From an optimization exercise on the open Yosys and OpenROAD flow, aimed at small area and a short achievable clock period; shortcuts taken in it are not production practice. Function was not checked in any run shown here: the RTL went through the layout flow alone.

## flow/design.v (module list and top-level ports; edited modules follow where they fit)
// module ex2_1: 1966 lines
// module ex2_1_fa: 4 lines
// module ex2_1_ha: 4 lines
// module ex2_1_pgi: 4 lines
// module ex2_1_pgn: 4 lines
// module ex2_1_gt: 4 lines
// module ex2_1_x: 3 lines
// module ex2_1_xn: 3 lines
module ex2_1 (
	      input 		  clk, rst, validi,
	      input [31:0] 	  data_in,
	      output logic 	  valido,
	      output logic [31:0] data_out
	      );
  // ...
==> flow/flow/run.sh <==
#!/bin/bash
# The standard layout, except that the port buffers are plain buf_2 cells rather
# than the delay cells buffer_ports picks by default. make's full output goes to flow_make.log.
set -euo pipefail
bash standard.sh "BUFFER_PORTS_ARGS=-buffer_cell sky130_fd_sc_hd__buf_2" finish > flow_make.log 2>&1
==> flow/standard.sh <==
#!/bin/bash
# synth_recipe.tcl (not shown) runs the flow's synth.tcl, then flattens the netlist and writes it again
# the make line also repeats each setting of config.mk as NAME=value (left out here)
make -C /OpenROAD-flow-scripts/flow DESIGN_CONFIG=/design/flow/config.mk WORK_HOME=/design/flow/orfs CLKGATE_MAP_FILE= SYNTH_SCRIPT=/design/flow/synth_recipe.tcl "${@:-finish}"
==> flow/config.mk <==
export PLATFORM = sky130hd
export DESIGN_NAME = ex2_1
export DESIGN_NICKNAME = ex2_1
export VERILOG_FILES = /design/flow/design.v
export SDC_FILE = /design/flow/constraint.sdc
export NUM_CORES = 4
export LEC_CHECK = 0
export CAP_MARGIN = 20
export CORE_MARGIN = 2
export CORE_UTILIZATION = 40
export SETUP_SLACK_MARGIN = 4.4
export SLEW_MARGIN = 20
export SYNTH_HIERARCHICAL = 1
export TNS_END_PERCENT = 0
==> flow/constraint.sdc <==
create_clock -name core_clock -period 8.0 [get_ports {clk}]
set_input_delay 1.6000 -clock core_clock [delete_from_list [all_inputs] [get_ports {clk}]]
set_output_delay 1.6000 -clock core_clock [all_outputs]
set_load 0.01 [all_outputs]
==> flow_summary.ini, run 1 <==
[outcome]
status = finished clean

[global_routing]
grt_pass1_wl_mm = 76.1
grt_antenna_before_repair = 0

[die]
die_height_um = 208
io_pins = 68
fp.dieW_um = 208

[sta]
tns_ps = 0
min_period_ps = 3780
fin_crit_sh = 0.473
clock.fmax_ghz = 0.264
final-setup-viol-count = 0

[drt]
dr.max_layer_used = met4
dr_total_vias = 11800

[placed_design]
place_congestion = 0.903

[min_path]
holdCritPathClass = register to register

[cts]
cts_resized = 67
cts.sinks = 197
post-cts-setup-buffers = 18

[critical_path]
worstSetupEndpoint = data_out[31]
slowest_delay_ps = 550
cp.required_ps = 8360
cp_cell_sequence = ha_1 > fa_1 > fa_1 > fa_1 > fa_1 > nor2_4 > nor2_4 > buf_4 > a21oi_2 > o21ai_2 > a21oi_2 > o21ai_4 > inv_2 > o21ai_2 > xor2_1
path_delay_family = adder cells

[flow_run]
drv_cap = 0

[finish]
largest_class = multi-input gates
comb.multi_input.count = 1181
==> run 2, diff against run 1 <==
--- a/flow/design.v
+++ b/flow/design.v
@@ -962,17 +962,71 @@
    wire c798;
    wire s799;
    wire c800;
    wire s801;
    wire c802;
    wire s803;
    wire c804;
    wire s805;
-   wire s806;
+   wire c806;
+   wire s807;
+   wire c808;
+   wire s809;
+   wire c810;
+   wire s811;
+   wire c812;
+   wire s813;
+   wire c814;
+   wire s815;
+   wire c816;
+   wire s817;
+   wire c818;
+   wire s819;
+   wire c820;
+   wire s821;
+   wire c822;
+   wire s823;
+   wire c824;
+   wire s825;
+   wire c826;
+   wire s827;
+   wire c828;
+   wire s829;
+   wire c830;
+   wire s831;
+   wire c832;
+   wire s833;
+   wire c834;
+   wire s835;
+   wire c836;
+   wire s837;
+   wire c838;
+   wire s839;
+   wire c840;
+   wire s841;
+   wire c842;
+   wire s843;
+   wire c844;
+   wire s845;
+   wire c846;
+   wire s847;
+   wire c848;
+   wire s849;
+   wire c850;
+   wire s851;
+   wire c852;
+   wire s853;
+   wire c854;
+   wire s855;
+   wire c856;
+   wire s857;
+   wire c858;
+   wire s859;
+   wire s860;
    wire [31:0] ra, rb;
    wire [31:0] g0, p0, sum;
    wire [31:0] gn0, tn0;
    wire xg1, xp1;
    wire xg2, xp2;
    wire xg3, xp3;
    wire xg4, xp4;
    wire xg5, xp5;
@@ -1756,51 +1810,109 @@
    ex2_1_fa us729 (.a(s617), .b(c674), .c(s675), .s(s729), .co(c730));
    ex2_1_fa us731 (.a(s621), .b(c676), .c(s677), .s(s731), .co(c732));
    ex2_1_fa us733 (.a(s625), .b(c678), .c(s679), .s(s733), .co(c734));
    ex2_1_fa us735 (.a(s629), .b(c680), .c(s681), .s(s735), .co(c736));
    ex2_1_fa us737 (.a(s633), .b(c682), .c(s683), .s(s737), .co(c738));
    ex2_1_fa us739 (.a(s637), .b(c684), .c(s685), .s(s739), .co(c740));
    assign s741 = c638 ^ s688;
    assign s742 = s741 ^ c686;
-   ex2_1_fa us743 (.a(q0), .b(q1), .c(data_in[0]), .s(s743), .co(c744));
-   ex2_1_ha us745 (.a(q2), .b(data_in[1]), .s(s745), .co(c746));
-   ex2_1_ha us747 (.a(q3), .b(data_in[2]), .s(s747), .co(c748));
-   ex2_1_ha us749 (.a(q4), .b(data_in[3]), .s(s749), .co(c750));
-   ex2_1_ha us751 (.a(q5), .b(data_in[4]), .s(s751), .co(c752));
-   ex2_1_fa us753 (.a(s689), .b(q8), .c(data_in[5]), .s(s753), .co(c754));
-   ex2_1_fa us755 (.a(c690), .b(s691), .c(data_in[6]), .s(s755), .co(c756));
-   ex2_1_fa us757 (.a(c692), .b(s693), .c(data_in[7]), .s(s757), .co(c758));
-   ex2_1_fa us759 (.a(c694), .b(s695), .c(data_in[8]), .s(s759), .co(c760));
-   ex2_1_fa us761 (.a(c696), .b(s697), .c(data_in[9]), .s(s761), .co(c762));
-   ex2_1_fa us763 (.a(c698), .b(s699), .c(data_in[10]), .s(s763), .co(c764));
-   ex2_1_fa us765 (.a(c700), .b(s701), .c(data_in[11]), .s(s765), .co(c766));
-   ex2_1_fa us767 (.a(c702), .b(s703), .c(data_in[12]), .s(s767), .co(c768));
-   ex2_1_fa us769 (.a(c704), .b(s705), .c(data_in[13]), .s(s769), .co(c770));
-   ex2_1_fa us771 (.a(c706), .b(s707), .c(data_in[14]), .s(s771), .co(c772));
-   ex2_1_fa us773 (.a(c708), .b(s709), .c(data_in[15]), .s(s773), .co(c774));
-   ex2_1_fa us775 (.a(c710), .b(s711), .c(data_in[16]), .s(s775), .co(c776));
-   ex2_1_fa us777 (.a(c712), .b(s713), .c(data_in[17]), .s(s777), .co(c778));
-   ex2_1_fa us779 (.a(c714), .b(s715), .c(data_in[18]), .s(s779), .co(c780));
-   ex2_1_fa us781 (.a(c716), .b(s717), .c(data_in[19]), .s(s781), .co(c782));
-   ex2_1_fa us783 (.a(c718), .b(s719), .c(data_in[20]), .s(s783), .co(c784));
-   ex2_1_fa us785 (.a(c720), .b(s721), .c(data_in[21]), .s(s785), .co(c786));
-   ex2_1_fa us787 (.a(c722), .b(s723), .c(data_in[22]), .s(s787), .co(c788));
-   ex2_1_fa us789 (.a(c724), .b(s725), .c(data_in[23]), .s(s789), .co(c790));
-   ex2_1_fa us791 (.a(c726), .b(s727), .c(data_in[24]), .s(s791), .co(c792));
-   ex2_1_fa us793 (.a(c728), .b(s729), .c(data_in[25]), .s(s793), .co(c794));
-   ex2_1_fa us795 (.a(c730), .b(s731), .c(data_in[26]), .s(s795), .co(c796));
-   ex2_1_fa us797 (.a(c732), .b(s733), .c(data_in[27]), .s(s797), .co(c798));
-   ex2_1_fa us799 (.a(c734), .b(s735), .c(data_in[28]), .s(s799), .co(c800));
-   ex2_1_fa us801 (.a(c736), .b(s737), .c(data_in[29]), .s(s801), .co(c802));
-   ex2_1_fa us803 (.a(c738), .b(s739), .c(data_in[30]), .s(s803), .co(c804));
-   assign s805 = data_in[31] ^ s742;
-   assign s806 = s805 ^ c740;
-   assign ra = {c804, c802, c800, c798, c796, c794, c792, c790, c788, c786, c784, c782, c780, c778, c776, c774, c772, c770, c768, c766, c764, c762, c760, c758, c756, c754, c752, c750, c748, c746, c744, s743};
-   assign rb = {s806, s803, s801, s799, s797, s795, s793, s791, s789, s787, s785, s783, s781, s779, s777, s775, s773, s771, s769, s767, s765, s763, s761, s759, s757, s755, s753, s751, s749, s747, s745, 1'b0};
+   ex2_1_ha us743 (.a(q0), .b(q1), .s(s743), .co(c744));
+   ex2_1_x us745 (.a(s743), .b(data_in[0]), .y(s745));
+   ex2_1_ao uc746 (.a(c744), .b(s743), .c(data_in[0]), .y(c746));
+   ex2_1_x us747 (.a(q2), .b(data_in[1]), .y(s747));
+   assign c748 = q2 & data_in[1];
+   ex2_1_x us749 (.a(q3), .b(data_in[2]), .y(s749));
+   assign c750 = q3 & data_in[2];
+   ex2_1_x us751 (.a(q4), .b(data_in[3]), .y(s751));
+   assign c752 = q4 & data_in[3];
+   ex2_1_x us753 (.a(q5), .b(data_in[4]), .y(s753));
+   assign c754 = q5 & data_in[4];
+   ex2_1_ha us755 (.a(s689), .b(q8), .s(s755), .co(c756));
+   ex2_1_x us757 (.a(s755), .b(data_in[5]), .y(s757));
+   ex2_1_ao uc758 (.a(c756), .b(s755), .c(data_in[5]), .y(c758));
+   ex2_1_ha us759 (.a(c690), .b(s691), .s(s759), .co(c760));
+   ex2_1_x us761 (.a(s759), .b(data_in[6]), .y(s761));
+   ex2_1_ao uc762 (.a(c760), .b(s759), .c(data_in[6]), .y(c762));
+   ex2_1_ha us763 (.a(c692), .b(s693), .s(s763), .co(c764));
+   ex2_1_x us765 (.a(s763), .b(data_in[7]), .y(s765));
+   ex2_1_ao uc766 (.a(c764), .b(s763), .c(data_in[7]), .y(c766));
+   ex2_1_ha us767 (.a(c694), .b(s695), .s(s767), .co(c768));
+   ex2_1_x us769 (.a(s767), .b(data_in[8]), .y(s769));
+   ex2_1_ao uc770 (.a(c768), .b(s767), .c(data_in[8]), .y(c770));
+   ex2_1_ha us771 (.a(c696), .b(s697), .s(s771), .co(c772));
+   ex2_1_x us773 (.a(s771), .b(data_in[9]), .y(s773));
+   ex2_1_ao uc774 (.a(c772), .b(s771), .c(data_in[9]), .y(c774));
+   ex2_1_ha us775 (.a(c698), .b(s699), .s(s775), .co(c776));
+   ex2_1_x us777 (.a(s775), .b(data_in[10]), .y(s777));
+   ex2_1_ao uc778 (.a(c776), .b(s775), .c(data_in[10]), .y(c778));
+   ex2_1_ha us779 (.a(c700), .b(s701), .s(s779), .co(c780));
+   ex2_1_x us781 (.a(s779), .b(data_in[11]), .y(s781));
+   ex2_1_ao uc782 (.a(c780), .b(s779), .c(data_in[11]), .y(c782));
+   ex2_1_ha us783 (.a(c702), .b(s703), .s(s783), .co(c784));
+   ex2_1_x us785 (.a(s783), .b(data_in[12]), .y(s785));
+   ex2_1_ao uc786 (.a(c784), .b(s783), .c(data_in[12]), .y(c786));
+   ex2_1_ha us787 (.a(c704), .b(s705), .s(s787), .co(c788));
+   ex2_1_x us789 (.a(s787), .b(data_in[13]), .y(s789));
+   ex2_1_ao uc790 (.a(c788), .b(s787), .c(data_in[13]), .y(c790));
+   ex2_1_ha us791 (.a(c706), .b(s707), .s(s791), .co(c792));
+   ex2_1_x us793 (.a(s791), .b(data_in[14]), .y(s793));
+   ex2_1_ao uc794 (.a(c792), .b(s791), .c(data_in[14]), .y(c794));
+   ex2_1_ha us795 (.a(c708), .b(s709), .s(s795), .co(c796));
+   ex2_1_x us797 (.a(s795), .b(data_in[15]), .y(s797));
+   ex2_1_ao uc798 (.a(c796), .b(s795), .c(data_in[15]), .y(c798));
+   ex2_1_ha us799 (.a(c710), .b(s711), .s(s799), .co(c800));
+   ex2_1_x us801 (.a(s799), .b(data_in[16]), .y(s801));
+   ex2_1_ao uc802 (.a(c800), .b(s799), .c(data_in[16]), .y(c802));
+   ex2_1_ha us803 (.a(c712), .b(s713), .s(s803), .co(c804));
+   ex2_1_x us805 (.a(s803), .b(data_in[17]), .y(s805));
+   ex2_1_ao uc806 (.a(c804), .b(s803), .c(data_in[17]), .y(c806));
+   ex2_1_ha us807 (.a(c714), .b(s715), .s(s807), .co(c808));
+   ex2_1_x us809 (.a(s807), .b(data_in[18]), .y(s809));
+   ex2_1_ao uc810 (.a(c808), .b(s807), .c(data_in[18]), .y(c810));
+   ex2_1_ha us811 (.a(c716), .b(s717), .s(s811), .co(c812));
+   ex2_1_x us813 (.a(s811), .b(data_in[19]), .y(s813));
+   ex2_1_ao uc814 (.a(c812), .b(s811), .c(data_in[19]), .y(c814));
+   ex2_1_ha us815 (.a(c718), .b(s719), .s(s815), .co(c816));
+   ex2_1_x us817 (.a(s815), .b(data_in[20]), .y(s817));
+   ex2_1_ao uc818 (.a(c816), .b(s815), .c(data_in[20]), .y(c818));
+   ex2_1_ha us819 (.a(c720), .b(s721), .s(s819), .co(c820));
+   ex2_1_x us821 (.a(s819), .b(data_in[21]), .y(s821));
+   ex2_1_ao uc822 (.a(c820), .b(s819), .c(data_in[21]), .y(c822));
+   ex2_1_ha us823 (.a(c722), .b(s723), .s(s823), .co(c824));
+   ex2_1_x us825 (.a(s823), .b(data_in[22]), .y(s825));
+   ex2_1_ao uc826 (.a(c824), .b(s823), .c(data_in[22]), .y(c826));
+   ex2_1_ha us827 (.a(c724), .b(s725), .s(s827), .co(c828));
+   ex2_1_x us829 (.a(s827), .b(data_in[23]), .y(s829));
+   ex2_1_ao uc830 (.a(c828), .b(s827), .c(data_in[23]), .y(c830));
+   ex2_1_ha us831 (.a(c726), .b(s727), .s(s831), .co(c832));
+   ex2_1_x us833 (.a(s831), .b(data_in[24]), .y(s833));
+   ex2_1_ao uc834 (.a(c832), .b(s831), .c(data_in[24]), .y(c834));
+   ex2_1_ha us835 (.a(c728), .b(s729), .s(s835), .co(c836));
+   ex2_1_x us837 (.a(s835), .b(data_in[25]), .y(s837));
+   ex2_1_ao uc838 (.a(c836), .b(s835), .c(data_in[25]), .y(c838));
+   ex2_1_ha us839 (.a(c730), .b(s731), .s(s839), .co(c840));
+   ex2_1_x us841 (.a(s839), .b(data_in[26]), .y(s841));
+   ex2_1_ao uc842 (.a(c840), .b(s839), .c(data_in[26]), .y(c842));
+   ex2_1_ha us843 (.a(c732), .b(s733), .s(s843), .co(c844));
+   ex2_1_x us845 (.a(s843), .b(data_in[27]), .y(s845));
+   ex2_1_ao uc846 (.a(c844), .b(s843), .c(data_in[27]), .y(c846));
+   ex2_1_ha us847 (.a(c734), .b(s735), .s(s847), .co(c848));
+   ex2_1_x us849 (.a(s847), .b(data_in[28]), .y(s849));
+   ex2_1_ao uc850 (.a(c848), .b(s847), .c(data_in[28]), .y(c850));
+   ex2_1_ha us851 (.a(c736), .b(s737), .s(s851), .co(c852));
+   ex2_1_x us853 (.a(s851), .b(data_in[29]), .y(s853));
+   ex2_1_ao uc854 (.a(c852), .b(s851), .c(data_in[29]), .y(c854));
+   ex2_1_ha us855 (.a(c738), .b(s739), .s(s855), .co(c856));
+   ex2_1_x us857 (.a(s855), .b(data_in[30]), .y(s857));
+   ex2_1_ao uc858 (.a(c856), .b(s855), .c(data_in[30]), .y(c858));
+   assign s859 = data_in[31] ^ s742;
+   assign s860 = s859 ^ c740;
+   assign ra = {c858, c854, c850, c846, c842, c838, c834, c830, c826, c822, c818, c814, c810, c806, c802, c798, c794, c790, c786, c782, c778, c774, c770, c766, c762, c758, c754, c752, c750, c748, c746, s745};
+   assign rb = {s860, s857, s853, s849, s845, s841, s837, s833, s829, s825, s821, s817, s813, s809, s805, s801, s797, s793, s789, s785, s781, s777, s773, s769, s765, s761, s757, s753, s751, s749, s747, 1'b0};
    assign p0 = ra ^ rb;
    ex2_1_gt ugt0 (.a(ra[0]), .b(rb[0]), .gn(gn0[0]), .tn(tn0[0]));
    ex2_1_gt ugt1 (.a(ra[1]), .b(rb[1]), .gn(gn0[1]), .tn(tn0[1]));
    ex2_1_gt ugt2 (.a(ra[2]), .b(rb[2]), .gn(gn0[2]), .tn(tn0[2]));
    ex2_1_gt ugt3 (.a(ra[3]), .b(rb[3]), .gn(gn0[3]), .tn(tn0[3]));
    ex2_1_gt ugt4 (.a(ra[4]), .b(rb[4]), .gn(gn0[4]), .tn(tn0[4]));
    ex2_1_gt ugt5 (.a(ra[5]), .b(rb[5]), .gn(gn0[5]), .tn(tn0[5]));
    ex2_1_gt ugt6 (.a(ra[6]), .b(rb[6]), .gn(gn0[6]), .tn(tn0[6]));
@@ -1975,16 +2087,19 @@
 module ex2_1_pgi (input gh, ph, gl, pl, output gn, pn);
    assign gn = ~(gh | (ph & gl));
    assign pn = ~(ph & pl);
 endmodule
 module ex2_1_pgn (input gnh, pnh, gnl, pnl, output g, p);
    assign g = ~(gnh & (pnh | gnl));
    assign p = ~(pnh | pnl);
 endmodule
+module ex2_1_ao (input a, b, c, output y);
+   assign y = a | (b & c);
+endmodule
 module ex2_1_gt (input a, b, output gn, tn);
    assign gn = ~(a & b);
    assign tn = ~(a | b);
 endmodule
 module ex2_1_x (input a, b, output y);
    assign y = a ^ b;
 endmodule
 module ex2_1_xn (input a, b, output y);
==> flow_summary.ini, run 2 <==
[critical_path]
end_kind = register
rrSetupSlack_ps = 4220
start_kind = register
cp.required_ps = 8360
critPathMaxFanout = 3
crit_arrival_ps = 4130
path_class = register to register

[logic_synthesis]
syn_inst = 1611
ys_warn_count = 7
synth_area_per_cell_um2 = 10.5
synth_nets = 1922
syn-cell-area_mm2 = 0.0169

[cts]
cts_max_level = 4
cts.sinks = 197
numCtsBuffers = 17
ctsRootBufferMaster = clkbuf_16
cts_buffer_depth = 2
worstSkewPairLatency_ps = 470
cts_tree = done
hold_buffers = 0
clk_pin_slew_worst_paths_ps = 70

[die]
die_height_um = 209
num_rows = 75
initial_utilization = 0.404
core_region_area_mm2 = 0.0418
die_area_mm2 = 0.0439
fp.dieW_um = 209
io_pins = 68

[global_routing]
grt_antenna_before_repair = 0
grt_max_degree = 60
grt_pass1_wl_mm = 78.3
grt_overflow = 0
grt_pass1_vias = 12800
track_usage = 0.239

[drt]
first_iter_violations = 1120
routed_via_density = 5.64
drc = 0
totalWireLength_mm = 50.9
drtAntennaViolNets = 0
avgRoutedWirePerCell_um = 23.5
dr.pass1.iters = 6
dr_total_vias = 12200

[sta]
maxSlewHeadroom = 0.305
clock_skew_ps = 11.9
fin_crit_sh = 0.472
hold_slack_ps = 447
drv_slew = 0
setup_slack_ps = 4220
clock.fmax_ghz = 0.265
tns_ps = 0
tightest_slew_ps = 1040
min_period_ps = 3780
finalHoldViolCount = 0
final-setup-viol-count = 0
rsz0062_at_grt = yes

[finish]
insertedDiodeCount = 0
top_regs = a (32), data_out (32), cnt (2)
final_nets = 1924
most-common-layout-cells = xnor2_1 (270), a22oi_1 (214), fa_1 (206)
drive_gt1_frac = 0.177
stdcell_count = 2165
area_growth_pct = 10.3
layout_commonest_cell = xnor2_1
final_util = 0.446
stdcell_area_mm2 = 0.0186

[outcome]
status = finished clean

[placed_design]
dpl-instance-area_mm2 = 0.0175
place_inst = 2119
place_congestion = 0.893
place_ws_ps = 3640
hpwl_mm = 35.8
placement.io_buffers = 67

[flow_run]
drv_cap = 0

[min_path]
holdCritPathClass = register to register
[run 2: final timing paths]
path                       startpoint            to  cells after the start
hold / removal                 cnt[0]        cnt[0]                      1
min in group asynchronous         rst        cnt[0]                      2
setup / recovery                  q96  data_out[31]                     16
max in group asynchronous         rst        valido                      2
hold reg to reg                cnt[0]        cnt[0]                      1
setup reg to reg                  q96  data_out[31]                     16
[run 2: metal layers]
layer | part of all wire | GRT usage | wire (µm)
met2 | 0.48 | 0.394 | 24300
met4 | 0.026 | 0.0778 | 1320
met3 | 0.065 | 0.0344 | 3310
met5 | 0 | 0 | 0
met1 | 0.43 | 0.325 | 22000
[run 2: cell type report]
type	instances	area [µm²]
clock inverter	15	171
sequential	197	3970
timing repair buffer	105	649
clock buffer	17	425
multi-input combinational	1240	12500
tap	539	674
fill	3898	23100
inverter	52	195
[run 2: critical path, cell delays in order, from the launching register on]
cell,delay [ps]
dfxtp_1,370
ha_4,220
fa_2,390
fa_1,480
fa_1,590
ha_4,240
a21o_4,220
nor2_4,140
nor2_4,80
buf_6,120
a21oi_4,170
o21ai_2,80
a21oi_2,160
o21ai_4,120
inv_2,70
o21ai_2,50
xor2_1,150
[run 2: repair_timing]
item / 4_1_cts / 5_1_grt
pin swaps: 20 / 19
endpoints found under the setup margin: 37 / 45
resized for setup: 57 / 27
gates cloned: 0 / 0
hold endpoints to repair: 0 / 0
setup buffers: 11 / 3

## afterwards: timing with drivers on the ports
Ports are ideal in the flow. The routed layouts listed here were re-timed in OpenROAD. Step 1 (the two cells are an assumption about what drives the block):
set clk [get_ports {clk}]
set_driving_cell -lib_cell sky130_fd_sc_hd__clkbuf_16 $clk
set_driving_cell -lib_cell sky130_fd_sc_hd__buf_2 [delete_from_list [all_inputs] $clk]
Step 2, shift: input delay + t, output delay - t, t = (earliest + latest rising clock arrival at the registers) / 2. This alone moves slack from input paths to output paths. Three values: ideal, step 1, step 2; two values: the first two.
| run | t (ns) | setup slack, ns | worst setup path at the end | worst slew at a driven data input, ns | cell pins on the clock port's net |
|---|---|---|---|---|---|
| run 1 | 0.528 | 4.218 / 4.218 / 3.758 | input to register | 0.05 | 1 |
| run 2 | 0.518 | 4.225 / 4.225 / 3.742 | input to register | 0.05 | 1 |
After both steps setup and hold are still met in every run listed. The setup slack of run 2, which loses most, moves by 0.000 ns with the drivers and by -0.483 ns with both steps.
